From an optimization exercise on the open Yosys and OpenROAD flow, aimed at small area; shortcuts taken in it are not production practice.
At most, simulation tests tie the RTL to the original design; equivalence was not proved.
The RTL of run 4 was laid out without a check of its function.
Power is estimated from default activity; no workload was simulated.

==> design.v <==
module mfe_led7seg_74hc595_controller (
    clk,
    rst,
    dat,
    sclk,
    rclk,
    dio
    );
input           clk;
input           rst;
input  [63 : 0] dat;      
output          sclk;
output          rclk;
output          dio;
reg  [7 : 0] div;
wire         z61  = ~|div[6 : 1];
wire         z    = z61 & ~div[0];
wire         div0 = z & ~div[7];
wire         div1 = z61 & div[0] & ~div[7];
always @(posedge clk) begin
    if (rst) begin
        div <= 8'd0;
    end
    else begin
        div <= {div[6 : 0], div[7] ^ div[5] ^ div[4] ^ div[3] ^ z};
    end
end
reg  [5 : 0] slot;
reg          first;       
reg  [2 : 0] dig;
wire s32  = slot[5] & ~slot[0];
wire s33  = slot[5] &  slot[0];
wire [5 : 0] tgl;
assign tgl[0] = 1'b1;
assign tgl[1] = slot[0] & ~slot[5];
assign tgl[2] = slot[0] & slot[1];
assign tgl[3] = tgl[2] & slot[2];
assign tgl[4] = tgl[3] & slot[3];
assign tgl[5] = (tgl[4] & slot[4]) | s33;
always @(posedge clk) begin
    if (rst) begin
        slot <= 6'd0;
    end
    else if (div1) begin
        slot <= slot ^ tgl;
    end
end
wire cap = div0 & s33 & ~rst;
always @(posedge clk) begin
    if (rst) begin
        first <= 1'b1;
    end
    else if (div0 & s33) begin
        first <= 1'b0;
    end
end
always @(posedge clk) begin
    if (rst) begin
        dig <= 3'd0;
    end
    else if (div1 & s32) begin
        dig <= dig + 1'b1;
    end
end
wire [7 : 0] seg_reg;
mfe_led7seg_74hc595_snap snap (
    .clk  (clk),
    .sel  ({8{cap}} & (8'd1 << dig)),
    .hd   (~cap & ~rst),
    .dat  (dat),
    .q    (seg_reg)
    );
assign sclk = div1 ? (slot[0] & ~slot[5])
                   : (~slot[0] & (slot[5] | (slot[4 : 1] != 4'd0) | ~first));
assign rclk = slot[5] & (div1 | slot[0]);
wire [2 : 0] b    = ~slot[3 : 1];
wire         pbit = ~first & (dig == b);
assign dio = ~slot[5] & (slot[4] ? pbit : seg_reg[b]);
endmodule
module mfe_led7seg_74hc595_controller_wrapper (
    clk,
    rst,
    dat,
    vld,
    sclk,
    rclk,
    dio
    );
input           clk;
input           rst;
input  [63 : 0] dat;
input           vld;
output          sclk;
output          rclk;
output          dio;
wire [63 : 0] dat_reg;
mfe_led7seg_74hc595_store #(.W(64)) store (
    .clk  (clk),
    .ld   (vld & ~rst),
    .hd   (~vld & ~rst),
    .d    (dat),
    .q    (dat_reg)
    );
mfe_led7seg_74hc595_controller led7seg_74hc595_ctrl (
    .clk  (clk),
    .rst  (rst),
    .dat  (dat_reg),
    .sclk (sclk),
    .rclk (rclk),
    .dio  (dio)
    );
endmodule
module mfe_led7seg_74hc595_store #(
    parameter W = 64
    ) (
    clk,
    ld,
    hd,
    d,
    q
    );
input             clk;
input             ld;
input             hd;
input  [W - 1 : 0] d;
output [W - 1 : 0] q;
reg    [W - 1 : 0] q;
always @(posedge clk) begin
    q <= ({W{ld}} & d) | ({W{hd}} & q);
end
endmodule
module mfe_led7seg_74hc595_snap (
    clk,
    sel,
    hd,
    dat,
    q
    );
input             clk;
input  [7 : 0]    sel;
input             hd;
input  [63 : 0]   dat;
output [7 : 0]    q;
reg    [7 : 0]    q;
wire   [7 : 0]    t0;
wire   [7 : 0]    t1;
wire   [7 : 0]    t2;
wire   [7 : 0]    nxt;
genvar i;
generate
    for (i = 0; i < 8; i = i + 1) begin : bit_g
        mfe_led7seg_74hc595_aoi222 g0 (
            .a1 (sel[0]), .a2 (dat[i]),
            .b1 (sel[1]), .b2 (dat[8 + i]),
            .c1 (sel[2]), .c2 (dat[16 + i]),
            .y  (t0[i])
            );
        mfe_led7seg_74hc595_aoi222 g1 (
            .a1 (sel[3]), .a2 (dat[24 + i]),
            .b1 (sel[4]), .b2 (dat[32 + i]),
            .c1 (sel[5]), .c2 (dat[40 + i]),
            .y  (t1[i])
            );
        mfe_led7seg_74hc595_aoi222 g2 (
            .a1 (sel[6]), .a2 (dat[48 + i]),
            .b1 (sel[7]), .b2 (dat[56 + i]),
            .c1 (hd),     .c2 (q[i]),
            .y  (t2[i])
            );
        assign nxt[i] = ~(t0[i] & t1[i] & t2[i]);
    end
endgenerate
always @(posedge clk) begin
    q <= nxt;
end
endmodule
module mfe_led7seg_74hc595_aoi222 (
    a1,
    a2,
    b1,
    b2,
    c1,
    c2,
    y
    );
input  a1;
input  a2;
input  b1;
input  b2;
input  c1;
input  c2;
output y;
assign y = ~((a1 & a2) | (b1 & b2) | (c1 & c2));
endmodule
==> flow/run.sh <==
#!/bin/bash
# Standard ORFS layout, with the port buffers made from the smallest buffer
# cell, and a clock tree of a few leaf clusters without dummy loads.
set -euo pipefail
export BUFFER_PORTS_ARGS="-buffer_cell sky130_fd_sc_hd__buf_1"
export CTS_ARGS="-sink_clustering_enable -repair_clock_nets -dont_use_dummy_load -buf_list sky130_fd_sc_hd__clkbuf_8 -sink_clustering_size 30 -sink_clustering_max_diameter 200"
bash standard.sh > standard.log 2>&1
==> standard.sh <==
#!/bin/bash
# synth_recipe.tcl (not shown) runs the flow's synth.tcl, then flattens the netlist and writes it again
# the make line also repeats each setting of config.mk as NAME=value (left out here)
make -C /OpenROAD-flow-scripts/flow DESIGN_CONFIG=/design/flow/config.mk WORK_HOME=/design/flow/orfs CLKGATE_MAP_FILE= SYNTH_SCRIPT=/design/flow/synth_recipe.tcl "${@:-finish}"
==> config.mk <==
export PLATFORM = sky130hd
export DESIGN_NAME = mfe_led7seg_74hc595_controller_wrapper
export DESIGN_NICKNAME = mfe_led7seg_74hc595_controller_wrapper
export VERILOG_FILES = /design/flow/design.v
export SDC_FILE = /design/flow/constraint.sdc
export NUM_CORES = 4
export LEC_CHECK = 0
export CAP_MARGIN = 20
export CORE_MARGIN = 2
export CORE_UTILIZATION = 40
export SLEW_MARGIN = 20
export SYNTH_HIERARCHICAL = 1
==> constraint.sdc <==
create_clock -name core_clock -period 5.0 [get_ports {clk}]
set_input_delay 1.0000 -clock core_clock [delete_from_list [all_inputs] [get_ports {clk}]]
set_output_delay 1.0000 -clock core_clock [all_outputs]
set_load 0.01 [all_outputs]
==> metrics.cfg, run 1 <==
[synthesis]
synth.avg_cell_area_um2=12.1
syn_inst=289
ys_seq_area_frac=0.515
synth_commonest_cells=dfxtp_1 (90), a22o_1 (61), a222oi_1 (24)
synthTopCellsByArea=dfxtp_1 (52%), a22o_1 (15%), a222oi_1 (6.9%)
synth_top_area_frac=0.515
ys_ff_latch=90
synth-main-ff-cell=dfxtp_1
synth.largest_area_cell=dfxtp_1
synth_edf_count=0
synth.cell_area_um2=3500
syn-num-nets=365
yosys.cell_types.count=38
synth_warnings=9
synthMostInstantiatedCell=dfxtp_1
async_flop_share=0

[setup_path]
worst_path_dominant_cell_family=multiplexers
slowest_delay_ns=0.59
worst_r2r_endpoint=led7seg_74hc595_ctrl.snap.q[2]$_DFF_P_
worstReg2RegStart=led7seg_74hc595_ctrl.div[2]$_SDFF_PP0_
cp_slowest_cell=mux4_1
path_max_fanout=6
critPathBufInv=1
start_kind=flip-flop
r2r_setup_slack_ns=2.78
reg2reg_depth=6
required_ns=4.00
path_cells=mux4_1 -> mux2_2 -> o21ai_1 -> nor2_1 -> buf_1
cp_data_arrival_time_ns=2.05
crit_type=reg2out
end_kind=primary output

[worst_hold_path]
worstHoldPathCells=1
hp-class=reg2reg
min_to=store.q[6]$_DFF_P_
hp-start=store.q[6]$_DFF_P_

[clock_network]
cts_resized=0
cts_sinks=90
cts_root_buf=clkbuf_8
clkTransAtPathRegs_ns=0.07
cts_setup_buffers=0
htreeDepth=3
clockBufferDepth=2
clkLatencyLatePin_ns=0.35
cts_tree=yes
numCtsBuffers=9
holdBufCountCts=0

[pwr]
powerDensity_nw_per_um2=330
leakage_uw=0.00147
p_total_uw=1280
ir_worst_vdd_mv=0.172

[placed_design]
gp_congestion=0.790
dp.cells=451
dp.final_hpwl_um=5700
portBuffers=69

[global_route]
antenna_found_initial=0
grt_pass1_vias=2472
grt_usage=0.173
grt_max_degree=37
overflow=0
grt_pass1_wl_um=13200

[sta]
rsz0062_at_grt=false
worst_slew_pin_slew_ns=0.799
hold_violations=0
finalCritPeriodShare=0.611
tns_ns=0
setup_viol=0
clock.fmax_mhz=328
max_slew_margin=0.466
slew_violations=0
fin_crit_ns=3.05
fin_skew_ns=0.0148

[detailed_routing]
vias=2623
dr_wl_met3_um=344
top_layer=met4
drt-wirelength-per-cell_um=17.5
ant_nets=0
vias_per_cell=5.70
wl_um=8040
dr.pass1.iters=5
wl_met1_um=3880
drcViolationCount=0
wl_met2_um=3750
drt_first_iter_violations=173

[floorplanning]
ios=70
die_x_um=97.5
rows=34
start_util=0.407
die_h_um=97.5
fp.dieArea_um2=9510
core-area_um2=8590

[final_layout]
insertedDiodeCount=0
fillers=849
nets=430
drive_above_1_share=0.0682
stdcell_count=460
synthToLayoutAreaGrowth_pct=10.6
utilization=0.450

[status]
status=complete, no violations

[flow_run]
drv_cap=0

-- modules after synthesis, one instance, submodules excluded, excerpt --
module,copies in the design,cells,cell area [µm²]
mfe_led7seg_74hc595_snap,1,16,200
mfe_led7seg_74hc595_aoi222,24,1,10.0
mfe_led7seg_74hc595_controller_wrapper,1,2,12.5
mfe_led7seg_74hc595_controller,1,105,1040
-- per-layer routing --
metal / track usage / vias to the layer above
li1: - / 1274
met2: 0.259 / 68
met3: 0.0446 / 6
met5: 0 / -
met1: 0.247 / 1275
met4: 0.0481 / 0
-- metrics by stage --
step                      area (µm²)  hold WS [ns]  setup WS, ns
after floorplan                 3500         0.438          2.62
after global placement          3750         0.451          2.31
after detailed placement        3750         0.457          2.30
after CTS                       3870         0.476          1.93
after global routing            3870         0.488          1.84
final                           3870         0.470          1.95
-- sequential cells by signal, indices dropped and copies added, names as in the netlist --
register	cells
store.q	64
led7seg_74hc595_ctrl.div	8
led7seg_74hc595_ctrl.snap.q	8
led7seg_74hc595_ctrl.slot	6
led7seg_74hc595_ctrl.dig	3
led7seg_74hc595_ctrl.first	1
-- power breakdown --
part	leakage [µW]	switching (µW)	internal [µW]
clock	0.0000647	217	161
combinational	0.000665	57.8	57.8
sequential	0.000738	29.7	755
-- cell usage in the layout (no fill, tap or decap), types with 3 or more instances in the layout --
master	n
a21oi_1	4
a222oi_1	24
a22o_1	61
a22o_2	3
and2_1	3
and3_1	4
buf_1	69
buf_4	3
clkbuf_8	9
dfxtp_1	90
ha_1	9
inv_1	4
nand2_1	6
nand3_1	12
nand4b_1	3
nor2_1	7
nor2b_1	8
xnor2_1	9
-- worst register-to-register path, cell delays in order, from the launching register on --
cell and delay (ns):
dfxtp_1 0.33, nor4_4 0.51, nand4b_1 0.30, nor2_2 0.27
and2_1 0.41, a222oi_1 0.25, nand3_1 0.10
-- logic make-up (layout without fill, tap and decap cells) --
logic type,after synthesis,after routing,synth area share
adder cells (fa/ha/maj),9,9,0.0322
AO/OA/AOI/OAI,97,97,0.245
multiplexers,5,5,0.0240
buffers and inverters,22,85,0.0561
AND/OR/NAND/NOR,56,56,0.102
flip-flops,90,90,0.515
XOR/XNOR,10,10,0.0250
-- worst max path at each step --
stage | slack [ns] | start | cells past startpoint | endpoint
4_1_cts | 1.93 | led7seg_74hc595_ctrl.slot[1]$_SDFFE_PP0P_ | 5 | dio
2_1_floorplan | 2.62 | led7seg_74hc595_ctrl.slot[1]$_SDFFE_PP0P_ | 5 | dio
5_1_grt | 1.84 | led7seg_74hc595_ctrl.slot[1]$_SDFFE_PP0P_ | 5 | dio
3_5_place_dp | 2.30 | led7seg_74hc595_ctrl.slot[1]$_SDFFE_PP0P_ | 5 | dio
3_3_place_gp | 2.31 | led7seg_74hc595_ctrl.slot[1]$_SDFFE_PP0P_ | 5 | dio
6_report | 1.95 | led7seg_74hc595_ctrl.slot[1]$_SDFFE_PP0P_ | 5 | dio
-- area by class of cell --
type / count / area (µm²) / share of cell area
sequential: 90 / 1800 / 0.466
clock buffer: 9 / 124 / 0.0320
inverter: 4 / 15.0 / 0.00388
tap: 108 / 135 / 0.0349
multi-input combinational: 177 / 1510 / 0.391
timing repair buffer: 72 / 282 / 0.0727
==> inputs of run 2 (changes only) <==
--- a/flow/run.sh
+++ b/flow/run.sh
@@ -5,2 +5,3 @@
 export BUFFER_PORTS_ARGS="-buffer_cell sky130_fd_sc_hd__buf_1"
+export RECOVER_POWER=100
 export CTS_ARGS="-sink_clustering_enable -repair_clock_nets -dont_use_dummy_load -buf_list sky130_fd_sc_hd__clkbuf_8 -sink_clustering_size 30 -sink_clustering_max_diameter 200"
==> metrics.cfg, run 2 <==
[setup_path]
start_kind=flip-flop
required_ns=4.00
cp_data_arrival_time_ns=2.61
crit_type=reg2out
critPathBufInv=1
path_max_fanout=9
cp_slowest_cell=nor4_1
path_cells=nor4_1 -> nand2_1 -> a21boi_0 -> buf_1
worst_path_dominant_cell_family=simple AND/OR/NAND/NOR gates
slowest_delay_ns=1.08
end_kind=primary output

[clock_network]
holdBufCountCts=0
numCtsBuffers=9
cts_sinks=90
clkLatencyLatePin_ns=0.35
cts_resized=0
clockBufferDepth=2
cts_root_buf=clkbuf_8
htreeDepth=3
cts_tree=yes
cts_setup_buffers=0
clkTransAtPathRegs_ns=0.08

[detailed_routing]
vias_per_cell=5.72
drt-wirelength-per-cell_um=17.5
drcViolationCount=0
vias=2630
ant_nets=0
drt_first_iter_violations=168
dr.pass1.iters=5
wl_um=8060

[pwr]
p_total_uw=1280
powerDensity_nw_per_um2=332
leakage_uw=0.00145
ir_worst_vdd_mv=0.172

[final_layout]
fillers=851
insertedDiodeCount=0
nets=430
regMostFlops=store.q
largest_register_ffs=64
layout_common_cells=dfxtp_1 (90), buf_1 (69), a22o_1 (61), a222oi_1 (24), nand3_1 (12)
fin_area_um2=3840
drive_above_1_share=0.0568
reg_top3=store.q (64), led7seg_74hc595_ctrl.div (8), led7seg_74hc595_ctrl.snap.q (8)
synthToLayoutAreaGrowth_pct=9.91
final_common_cell=dfxtp_1

[placed_design]
gp_congestion=0.790
dp.final_hpwl_um=5700
portBuffers=69
dp_slack_ns=2.30
place_area_um2=3750

[global_route]
grt_usage=0.173
overflow=0
grt_pass1_wl_um=13200
grt_max_degree=37
grt_pass1_vias=2472
antenna_found_initial=0

[sta]
setup_viol=0
rsz0062_at_grt=false
hold_violations=0
max_slew_margin=0.125
clock.fmax_mhz=277
worst_slew_pin_slew_ns=1.30
finalCritPeriodShare=0.721
tns_ns=0
whs_ns=0.454
setup_ws_ns=1.39
fin_skew_ns=0.0150
fin_crit_ns=3.61
slew_violations=0

[floorplanning]
rows=34
die_x_um=97.5
core-area_um2=8590
die_h_um=97.5
start_util=0.407
fp.dieArea_um2=9510
ios=70

[synthesis]
synth_commonest_cells=dfxtp_1 (90), a22o_1 (61), a222oi_1 (24)
synth-main-ff-cell=dfxtp_1
syn_inst=289
synth.avg_cell_area_um2=12.1
yosys.cell_types.count=38
synth_edf_count=0
synthMostInstantiatedCell=dfxtp_1
ys_seq_area_frac=0.515
async_flop_share=0
synth_top_area_frac=0.515
synth_warnings=9
syn-num-nets=365
synthTopCellsByArea=dfxtp_1 (52%), a22o_1 (15%), a222oi_1 (6.9%)
synth.largest_area_cell=dfxtp_1
synth.cell_area_um2=3500
ys_ff_latch=90

[worst_hold_path]
hp-class=reg2reg

[flow_run]
drv_cap=0

[status]
status=complete, no violations

==> run 2: layout make-up <==
cell class                      count  area [µm²]  area share
Multi-Input combinational cell    177        1500       0.389
Clock buffer                        9         124      0.0322
Inverter                            4        15.0     0.00390
Tap cell                          108         135      0.0351
Sequential cell                    90        1800       0.469
Timing Repair Buffer               72         274      0.0713
==> run 2: final timing paths <==
kind	from	endpoint	slack [ns]	cells after the start
max	led7seg_74hc595_ctrl.div[2]$_SDFF_PP0_	rclk	1.39	4
max reg2reg	led7seg_74hc595_ctrl.div[2]$_SDFF_PP0_	led7seg_74hc595_ctrl.snap.q[2]$_DFF_P_	1.84	6
min reg2reg	led7seg_74hc595_ctrl.div[2]$_SDFF_PP0_	led7seg_74hc595_ctrl.div[3]$_SDFF_PP0_	0.45	1
min	led7seg_74hc595_ctrl.div[2]$_SDFF_PP0_	led7seg_74hc595_ctrl.div[3]$_SDFF_PP0_	0.45	1
==> run 2: metrics by stage <==
step           instances  utilization
2_1_floorplan        289            -
3_3_place_gp         451        0.436
3_5_place_dp         451        0.436
4_1_cts              460        0.450
5_1_grt              460        0.447
6_report             460        0.447
==> run 2: routing by layer <==
layer,share of wire,track usage,vias to the layer above
li1,-,-,1273
met1,0.48,0.247,1281
met2,0.47,0.259,72
met3,0.045,0.0446,4
met4,0.0061,0.0481,0
met5,0,0,-
==> run 2: per-module statistics from Yosys, one instance, submodules excluded, a selection <==
module | flops+latches | copies in the design | cells
mfe_led7seg_74hc595_snap | 8 | 1 | 16
mfe_led7seg_74hc595_aoi222 | 0 | 24 | 1
mfe_led7seg_74hc595_controller | 18 | 1 | 105
mfe_led7seg_74hc595_controller_wrapper | 0 | 1 | 2
==> run 2: power by group <==
| part | internal (µW) | switching, µW | total (µW) |
|---|---|---|---|
| clock | 161 | 218 | 379 |
| sequential | 755 | 28.9 | 784 |
| combinational | 55.2 | 57.5 | 113 |
==> run 2: worst reg2reg max path, delay by kind of cell (launching register included) <==
family,cells,cell delay (ns)
AOI/OAI and AO/OA,1,0.29
DFF,1,0.31
and+or+nand+nor,5,2.50
==> run 2: logic make-up (layout without fill, tap and decap cells) <==
logic type               after synthesis  count (layout)  synth area share
XOR/XNOR                              10              10            0.0250
buffers and inverters                 22              85            0.0561
adder cells (fa/ha/maj)                9               9            0.0322
flip-flops                            90              90             0.515
AND/OR/NAND/NOR                       56              56             0.102
multiplexers                           5               5            0.0240
AO/OA/AOI/OAI                         97              97             0.245
==> inputs of run 3 (changes only) <==
--- a/config.mk
+++ b/config.mk
@@ -9,3 +9,4 @@
 export CORE_MARGIN = 2
-export CORE_UTILIZATION = 40
+export CORE_UTILIZATION = 65
+export PLACE_DENSITY = 0.75
 export SLEW_MARGIN = 20
==> metrics.cfg, run 3 <==
[sta]
rsz0062_at_grt=false
clock.fmax_mhz=281
setup_viol=0
max_slew_margin=0.197
setup_ws_ns=1.44
worst_slew_pin_slew_ns=1.19
hold_violations=0
fin_crit_ns=3.56
finalCritPeriodShare=0.713
slew_violations=0
tns_ns=0
fin_skew_ns=0.0168

[clock_network]
cts_tree=yes
numCtsBuffers=9
cts_sinks=90
clockBufferDepth=2
clkTransAtPathRegs_ns=0.07
clkLatencyLatePin_ns=0.35
holdBufCountCts=0
htreeDepth=3
cts_setup_buffers=0
cts_root_buf=clkbuf_8
cts_resized=0

[detailed_routing]
ant_nets=0
drt_first_iter_violations=286
vias=2650
dr.pass1.iters=5
wl_um=7270
drcViolationCount=0
vias_per_cell=6.26
drt-wirelength-per-cell_um=17.2

[synthesis]
yosys.area_share.simple=0.102
yosys.cell_types.count=38
synth_top_family_by_area=compound AO/OA/AOI/OAI gates
synth.cell_area_um2=3500
syn_inst=289
async_flop_share=0
synthAdderAreaFrac=0.0322
synth_warnings=9
synth-main-ff-cell=dfxtp_1
synthTopCellsByArea=dfxtp_1 (52%), a22o_1 (15%), a222oi_1 (6.9%)
ys_ff_latch=90
ys_seq_area_frac=0.515
synthMuxAreaShare=0.0240
synth_top_area_frac=0.515
synth.largest_area_cell=dfxtp_1
synth_commonest_cells=dfxtp_1 (90), a22o_1 (61), a222oi_1 (24)
synth_xor_area_frac=0.0250
syn-num-nets=365
synth_compound_area_frac=0.245
synth_edf_count=0
synth.avg_cell_area_um2=12.1
synthMostInstantiatedCell=dfxtp_1

[global_route]
grt_usage=0.258
grt_pass1_vias=2458
grt_pass1_wl_um=12200
grtUsageMet3=0.0709
grt.busiest_layer=met1
grt_util_met1=0.382
grt_max_degree=54
overflow=0
antenna_found_initial=0
grt_util_met2=0.376

[floorplanning]
ios=70
core-area_um2=5140
start_util=0.681
die_h_um=77.4
die_x_um=77.4
rows=26
fp.dieArea_um2=5980

[final_layout]
largest_register_ffs=64
nets=431
synthToLayoutAreaGrowth_pct=9.12
insertedDiodeCount=0
regMostFlops=store.q
drive_above_1_share=0.0595
final_common_cell=dfxtp_1
layout_common_cells=dfxtp_1 (90), buf_1 (69), a22o_1 (61), a222oi_1 (24), nand3_1 (12)
reg_top3=store.q (64), led7seg_74hc595_ctrl.div (8), led7seg_74hc595_ctrl.snap.q (8)

[setup_path]
r2r_setup_slack_ns=2.17
required_ns=4.00
end_kind=primary output
path_cells=nor4_1 -> nand2_1 -> a21boi_0 -> buf_1
slowest_delay_ns=1.00
start_kind=flip-flop
crit_type=reg2out
cp_data_arrival_time_ns=2.56
path_max_fanout=9
cp_slowest_cell=nor4_1

[pwr]
power_frac_clock=0.292
powerDensity_nw_per_um2=332
leakage_uw=0.00146
combPwrFrac=0.089
pwr-share-seq=0.619
p_int_uw=973
ir_worst_vdd_mv=0.276
switching_share=0.231
power_switching_uw=293

[placed_design]
gp_congestion=0.808
portBuffers=69
dp_slack_ns=2.25
dp.final_hpwl_um=5120

[status]
status=complete, no violations

[flow_run]
drv_cap=0

[worst_hold_path]
hp-class=reg2reg

## run 3: cell counts after synthesis
No cell type changed its count.
## run 3: per-layer routing
| metal | share of wire | vias to the layer above |
|---|---|---|
| met1 | 0.49 | 1275 |
| met2 | 0.45 | 99 |
| met4 | 0.0083 | 0 |
| met3 | 0.058 | 7 |
| met5 | 0 | - |
| li1 | - | 1269 |
## run 3: layout make-up
type                       instances  area, µm²
multi-input combinational        177       1500
clock buffer                       9        124
sequential                        90       1800
tap                               70       87.6
timing repair buffer              73        294
fill                             396       1320
inverter                           4       15.0
## run 3: power groups by stage
stage          logic [µW]  clock network, µW  registers (µW)
3_5_place_dp          114                  0             799
4_1_cts               115                377             783
6_report              113                369             783
2_1_floorplan        92.7                  0             788
3_3_place_gp          112                  0             798
5_1_grt               127                407             787
## run 3: cells by family (layout without fill, tap and decap cells)
group	after synthesis	count (layout)
xor+xnor	10	10
buf+inv	22	86
fa+ha+maj	9	9
flops	90	90
compound gates	97	97
simple gates	56	56
mux	5	5
## run 3: metrics by stage
stage / utilization / total power [µW] / std cells / hold slack (ns) / instance area [µm²]
3_3_place_gp: 0.720 / 910 / 413 / 0.452 / 3700
4_1_cts: 0.744 / 1270 / 422 / 0.476 / 3820
6_report: 0.743 / 1270 / 423 / 0.468 / 3820
5_1_grt: 0.743 / 1320 / 423 / 0.475 / 3820
2_1_floorplan: - / 881 / 289 / 0.438 / 3500
3_5_place_dp: 0.720 / 913 / 413 / 0.456 / 3700
## run 3: worst paths after layout
kind / startpoint / end / cells past startpoint
max: led7seg_74hc595_ctrl.div[2]$_SDFF_PP0_ / rclk / 4
min: led7seg_74hc595_ctrl.div[1]$_SDFF_PP0_ / led7seg_74hc595_ctrl.div[2]$_SDFF_PP0_ / 1
max reg2reg: led7seg_74hc595_ctrl.div[2]$_SDFF_PP0_ / led7seg_74hc595_ctrl.snap.q[4]$_DFF_P_ / 6
min reg2reg: led7seg_74hc595_ctrl.div[1]$_SDFF_PP0_ / led7seg_74hc595_ctrl.div[2]$_SDFF_PP0_ / 1
## run 3: critical path: cells and delay by family (launching register included)
| kind | cells | cell delay, ns |
|---|---|---|
| flip-flops | 1 | 0.31 |
| buffers and inverters | 1 | 0.17 |
| AO/OA/AOI/OAI | 1 | 0.32 |
| AND/OR/NAND/NOR | 2 | 1.43 |
## run 3: per-module statistics from Yosys, one instance, submodules excluded, excerpt
| module | times used | cells inside | flops+latches |
|---|---|---|---|
| mfe_led7seg_74hc595_controller | 1 | 105 | 18 |
| mfe_led7seg_74hc595_controller_wrapper | 1 | 2 | 0 |
| mfe_led7seg_74hc595_aoi222 | 24 | 1 | 0 |
| mfe_led7seg_74hc595_snap | 1 | 16 | 8 |
==> inputs of run 4 (changes only) <==
--- a/design.v
+++ b/design.v
@@ -14,27 +14,95 @@
 output          dio;
-reg  [7 : 0] div;
-wire         z61  = ~|div[6 : 1];
-wire         z    = z61 & ~div[0];
-wire         div0 = z & ~div[7];
-wire         div1 = z61 & div[0] & ~div[7];
+wire         div0;        
+wire         div1;        
+wire [5 : 0] slot;
+wire         first;       
+wire [2 : 0] dig;         
+wire [7 : 0] sel;         
+wire         hd;          
+wire [7 : 0] seg_reg;     
+mfe_led7seg_74hc595_div div (
+    .clk  (clk),
+    .rst  (rst),
+    .div0 (div0),
+    .div1 (div1)
+    );
+mfe_led7seg_74hc595_slot slot_cnt (
+    .clk  (clk),
+    .rst  (rst),
+    .en   (div1),
+    .slot (slot)
+    );
+mfe_led7seg_74hc595_digit digit (
+    .clk   (clk),
+    .rst   (rst),
+    .div0  (div0),
+    .div1  (div1),
+    .s5    (slot[5]),
+    .s0    (slot[0]),
+    .first (first),
+    .dig   (dig),
+    .sel   (sel),
+    .hd    (hd)
+    );
+mfe_led7seg_74hc595_snap snap (
+    .clk  (clk),
+    .sel  (sel),
+    .hd   (hd),
+    .dat  (dat),
+    .q    (seg_reg)
+    );
+mfe_led7seg_74hc595_out out (
+    .div1  (div1),
+    .slot  (slot),
+    .first (first),
+    .dig   (dig),
+    .seg   (seg_reg),
+    .sclk  (sclk),
+    .rclk  (rclk),
+    .dio   (dio)
+    );
+endmodule
+module mfe_led7seg_74hc595_div (
+    clk,
+    rst,
+    div0,
+    div1
+    );
+input        clk;
+input        rst;
+output       div0;
+output       div1;
+reg  [7 : 0] q;
+wire         z61 = ~|q[6 : 1];
+wire         z   = z61 & ~q[0];
+assign div0 = z & ~q[7];
+assign div1 = z61 & q[0] & ~q[7];
 always @(posedge clk) begin
     if (rst) begin
-        div <= 8'd0;
+        q <= 8'd0;
     end
     else begin
-        div <= {div[6 : 0], div[7] ^ div[5] ^ div[4] ^ div[3] ^ z};
-    end
-end
+        q <= {q[6 : 0], q[7] ^ q[5] ^ q[4] ^ q[3] ^ z};
+    end
+end
+endmodule
+module mfe_led7seg_74hc595_slot (
+    clk,
+    rst,
+    en,
+    slot
+    );
+input        clk;
+input        rst;
+input        en;
+output [5 : 0] slot;
 reg  [5 : 0] slot;
-reg          first;       
-reg  [2 : 0] dig;
-wire s32  = slot[5] & ~slot[0];
-wire s33  = slot[5] &  slot[0];
 wire [5 : 0] tgl;
-assign tgl[0] = 1'b1;
-assign tgl[1] = slot[0] & ~slot[5];
-assign tgl[2] = slot[0] & slot[1];
+wire         a = en & slot[0];
+assign tgl[0] = en;
+assign tgl[1] = a & ~slot[5];
+assign tgl[2] = a & slot[1];
 assign tgl[3] = tgl[2] & slot[2];
 assign tgl[4] = tgl[3] & slot[3];
-assign tgl[5] = (tgl[4] & slot[4]) | s33;
+assign tgl[5] = (tgl[4] & slot[4]) | (a & slot[5]);
 always @(posedge clk) begin
@@ -43,3 +111,3 @@
     end
-    else if (div1) begin
+    else begin
         slot <= slot ^ tgl;
@@ -47,3 +115,32 @@
 end
-wire cap = div0 & s33 & ~rst;
+endmodule
+module mfe_led7seg_74hc595_digit (
+    clk,
+    rst,
+    div0,
+    div1,
+    s5,
+    s0,
+    first,
+    dig,
+    sel,
+    hd
+    );
+input          clk;
+input          rst;
+input          div0;
+input          div1;
+input          s5;
+input          s0;
+output         first;
+output [2 : 0] dig;
+output [7 : 0] sel;
+output         hd;
+reg            first;
+reg    [2 : 0] dig;
+wire           end0 = div0 & s5 & s0;
+wire           cap  = end0 & ~rst;
+wire           inc  = div1 & s5 & ~s0;
+assign sel = {8{cap}} & (8'd1 << dig);
+assign hd  = ~end0 & ~rst;
 always @(posedge clk) begin
@@ -52,3 +149,3 @@
     end
-    else if (div0 & s33) begin
+    else if (end0) begin
         first <= 1'b0;
@@ -60,3 +157,3 @@
     end
-    else if (div1 & s32) begin
+    else if (inc) begin
         dig <= dig + 1'b1;
@@ -64,10 +161,23 @@
 end
-wire [7 : 0] seg_reg;
-mfe_led7seg_74hc595_snap snap (
-    .clk  (clk),
-    .sel  ({8{cap}} & (8'd1 << dig)),
-    .hd   (~cap & ~rst),
-    .dat  (dat),
-    .q    (seg_reg)
-    );
+endmodule
+module mfe_led7seg_74hc595_out (
+    div1,
+    slot,
+    first,
+    dig,
+    seg,
+    sclk,
+    rclk,
+    dio
+    );
+input          div1;
+input  [5 : 0] slot;
+input          first;
+input  [2 : 0] dig;
+input  [7 : 0] seg;
+output         sclk;
+output         rclk;
+output         dio;
+wire   [2 : 0] b    = ~slot[3 : 1];
+wire           pbit = ~first & (dig == b);
 assign sclk = div1 ? (slot[0] & ~slot[5])
@@ -75,5 +185,3 @@
 assign rclk = slot[5] & (div1 | slot[0]);
-wire [2 : 0] b    = ~slot[3 : 1];
-wire         pbit = ~first & (dig == b);
-assign dio = ~slot[5] & (slot[4] ? pbit : seg_reg[b]);
+assign dio  = ~slot[5] & (slot[4] ? pbit : seg[b]);
 endmodule
--- a/config.mk
+++ b/config.mk
@@ -9,4 +9,3 @@
 export CORE_MARGIN = 2
-export CORE_UTILIZATION = 65
-export PLACE_DENSITY = 0.75
+export CORE_UTILIZATION = 40
 export SLEW_MARGIN = 20
==> metrics.cfg, run 4 <==
[floorplanning]
core-area_um2=8680
rows=34
fp.dieArea_um2=9640
start_util=0.409
ios=70
die_h_um=98.2
die_x_um=98.2

[synthesis]
synth-main-ff-cell=dfxtp_1
synthAdderAreaFrac=0.0353
synth_top_area_frac=0.508
syn_inst=294
yosys.cell_types.count=44
synth_commonest_cells=dfxtp_1 (90), a22o_1 (61), a222oi_1 (24)
synth_xor_area_frac=0.00988
yosys.area_share.simple=0.115
synth.avg_cell_area_um2=12.1
syn-num-nets=371
synthTopCellsByArea=dfxtp_1 (51%), a22o_1 (15%), a222oi_1 (6.8%)
synth_edf_count=0
synth_top_family_by_area=compound AO/OA/AOI/OAI gates
async_flop_share=0
synth_compound_area_frac=0.246
synth.largest_area_cell=dfxtp_1
ys_ff_latch=90
synthMuxAreaShare=0.0349
ys_seq_area_frac=0.508
synth_warnings=11
synthMostInstantiatedCell=dfxtp_1
synth.cell_area_um2=3550

[sta]
worst_slew_pin_slew_ns=1.83
rsz0062_at_grt=false
tns_ns=0
setup_viol=0
max_slew_margin=-0.222
clock.fmax_mhz=296
fin_crit_ns=3.38
hold_violations=0
finalCritPeriodShare=0.675
slew_violations=28
fin_skew_ns=0.0272

[global_route]
overflow=0
grt_usage=0.172
grt_max_degree=39
grt_pass1_wl_um=13100
antenna_found_initial=0
grt_pass1_vias=2603

[clock_network]
clkLatencyLatePin_ns=0.35
holdBufCountCts=0
htreeDepth=3
cts_root_buf=clkbuf_8
clockBufferDepth=2
cts_resized=0
clkTransAtPathRegs_ns=0.09
numCtsBuffers=9
cts_sinks=90
cts_tree=yes
cts_setup_buffers=0

[pwr]
ir_worst_vdd_mv=0.169
pwr-share-seq=0.622
leakage_uw=0.00148
combPwrFrac=0.078
power_frac_clock=0.300
switching_share=0.234
p_int_uw=964
powerDensity_nw_per_um2=322
power_switching_uw=294

[setup_path]
reg2reg_depth=7
r2r_setup_slack_ns=2.21
path_cells=clkbuf_1 -> nor2b_1 -> buf_4 -> a22o_1
start_kind=primary input
cp_slowest_cell=nor2b_1
slowest_delay_ns=1.50
crit_type=in2reg
required_ns=5.27
path_max_fanout=38
cp_data_arrival_time_ns=3.65
end_kind=flip-flop

[final_layout]
largest_register_ffs=64
nets=438
fillers=854
layout_common_cells=dfxtp_1 (90), buf_1 (68), a22o_1 (61), a222oi_1 (24), nor2b_1 (11)
drive_above_1_share=0.0557
synthToLayoutAreaGrowth_pct=10.0
insertedDiodeCount=0
final_common_cell=dfxtp_1
regMostFlops=store.q
reg_top3=store.q (64), led7seg_74hc595_ctrl.div.q (8), led7seg_74hc595_ctrl.snap.q (8)
multi_input_area_um2=1550
area.sequential_um2=1800
stdcell_count=467

[status]
status=complete, but fails checks
checkFailReasons=max-capacitance violations, max-slew violations

[flow_run]
drv_cap=1

[placed_design]
dp.final_hpwl_um=5880
portBuffers=69
dp.cells=458
gp_congestion=0.754

[detailed_routing]
wl_um=8050
drt-wirelength-per-cell_um=17.2
drt_first_iter_violations=186
vias_per_cell=5.64
ant_nets=0
dr.pass1.iters=5
drcViolationCount=0
vias=2635

[worst_hold_path]
hp-class=reg2reg
worstHoldPathCells=1

## run 4: routing by layer
metal,vias up,track usage,wire length (µm)
met5,-,0,0
met4,0,0.0548,152
met3,11,0.0494,395
met2,72,0.266,3820
met1,1249,0.233,3690
li1,1303,-,-
## run 4: power groups by stage
stage | Combinational [µW] | Sequential (µW) | Clock, µW
after global placement | 100 | 800 | 0
after floorplan | 75.9 | 787 | 0
final | 98.4 | 782 | 377
after detailed placement | 101 | 798 | 0
after global routing | 110 | 787 | 418
after CTS | 102 | 782 | 391
## run 4: final cells by class
| type | instances | area share |
|---|---|---|
| Sequential cell | 90 | 0.462 |
| Multi-Input combinational cell | 184 | 0.397 |
| Timing Repair Buffer | 72 | 0.0712 |
| Tap cell | 108 | 0.0346 |
| Clock buffer | 9 | 0.0317 |
| Inverter | 4 | 0.00385 |
## run 4: cell families after synthesis
kind of cell,after synthesis
AO/OA/AOI/OAI,97
XOR/XNOR,4
adder cells (fa/ha/maj),10
buffers and inverters,20
flip-flops,90
multiplexers,8
AND/OR/NAND/NOR,65
## run 4: worst max-delay path, delay by kind of cell
| kind | cells | cell delay, ns |
|---|---|---|
| simple gates | 1 | 1.50 |
| compound gates | 1 | 0.20 |
| buf+inv | 2 | 0.91 |
## run 4: metrics by stage
stage	power [µW]	instance area (µm²)	worst slack (ns)	util	hold WS, ns
2_1_floorplan	863	3550	2.59	-	0.438
3_3_place_gp	900	3800	1.82	0.438	0.451
3_5_place_dp	900	3800	1.74	0.438	0.457
4_1_cts	1270	3930	1.99	0.453	0.450
5_1_grt	1320	3900	1.33	0.450	0.461
6_report	1260	3900	1.62	0.450	0.444
## run 4: Yosys stat by module (local to each module, per instance), excerpt
module	cell area, µm²	times used	cells inside	flip-flops and latches
mfe_led7seg_74hc595_digit	362	1	42	4
mfe_led7seg_74hc595_snap	200	1	16	8
mfe_led7seg_74hc595_controller_wrapper	17.5	1	2	0
mfe_led7seg_74hc595_aoi222	10.0	24	1	0
mfe_led7seg_74hc595_slot	254	1	22	6
mfe_led7seg_74hc595_out	144	1	14	0
mfe_led7seg_74hc595_div	327	1	32	8
## run 4: final timing paths
kind / start / endpoint
setup reg to reg: led7seg_74hc595_ctrl.div.q[4]$_SDFF_PP0_ / led7seg_74hc595_ctrl.snap.q[3]$_DFF_P_
hold reg to reg: led7seg_74hc595_ctrl.div.q[6]$_SDFF_PP0_ / led7seg_74hc595_ctrl.div.q[7]$_SDFF_PP0_
setup / recovery: rst / store.q[4]$_DFF_P_
hold / removal: led7seg_74hc595_ctrl.div.q[6]$_SDFF_PP0_ / led7seg_74hc595_ctrl.div.q[7]$_SDFF_PP0_

-- what the ideal ports hide --
In the flow no input, the clock included, has a driving cell. The finished layouts below were timed again as built, in two steps.
Step 1, drivers: a clkbuf_16 drives clk and a buf_2 each remaining input, both assumed.
Step 2 times the ports against the registers' clock, not the clock port: input delays grow and output delays shrink by t, the midpoint of the rising clock arrivals with the driver on.
a / b / c = no drivers / after step 1 / after step 2; a / b = the first two.
| run | shift t [ns] | setup WS [ns] | worst register clock-pin slew, ns |
|---|---|---|---|
| run 1 | 0.369 | 1.947 / 1.918 / 2.287 | 0.08 / 0.08 |
| run 2 | 0.369 | 1.394 / 1.365 / 1.367 | 0.08 / 0.08 |
| run 3 | 0.365 | 1.437 / 1.406 / 1.521 | 0.09 / 0.09 |
| run 4 | 0.369 | 1.623 / 1.633 / 1.264 | 0.09 / 0.09 |
For run 4, which loses most, drivers alone change the setup slack by +0.010 ns; drivers and shift together by -0.359 ns.
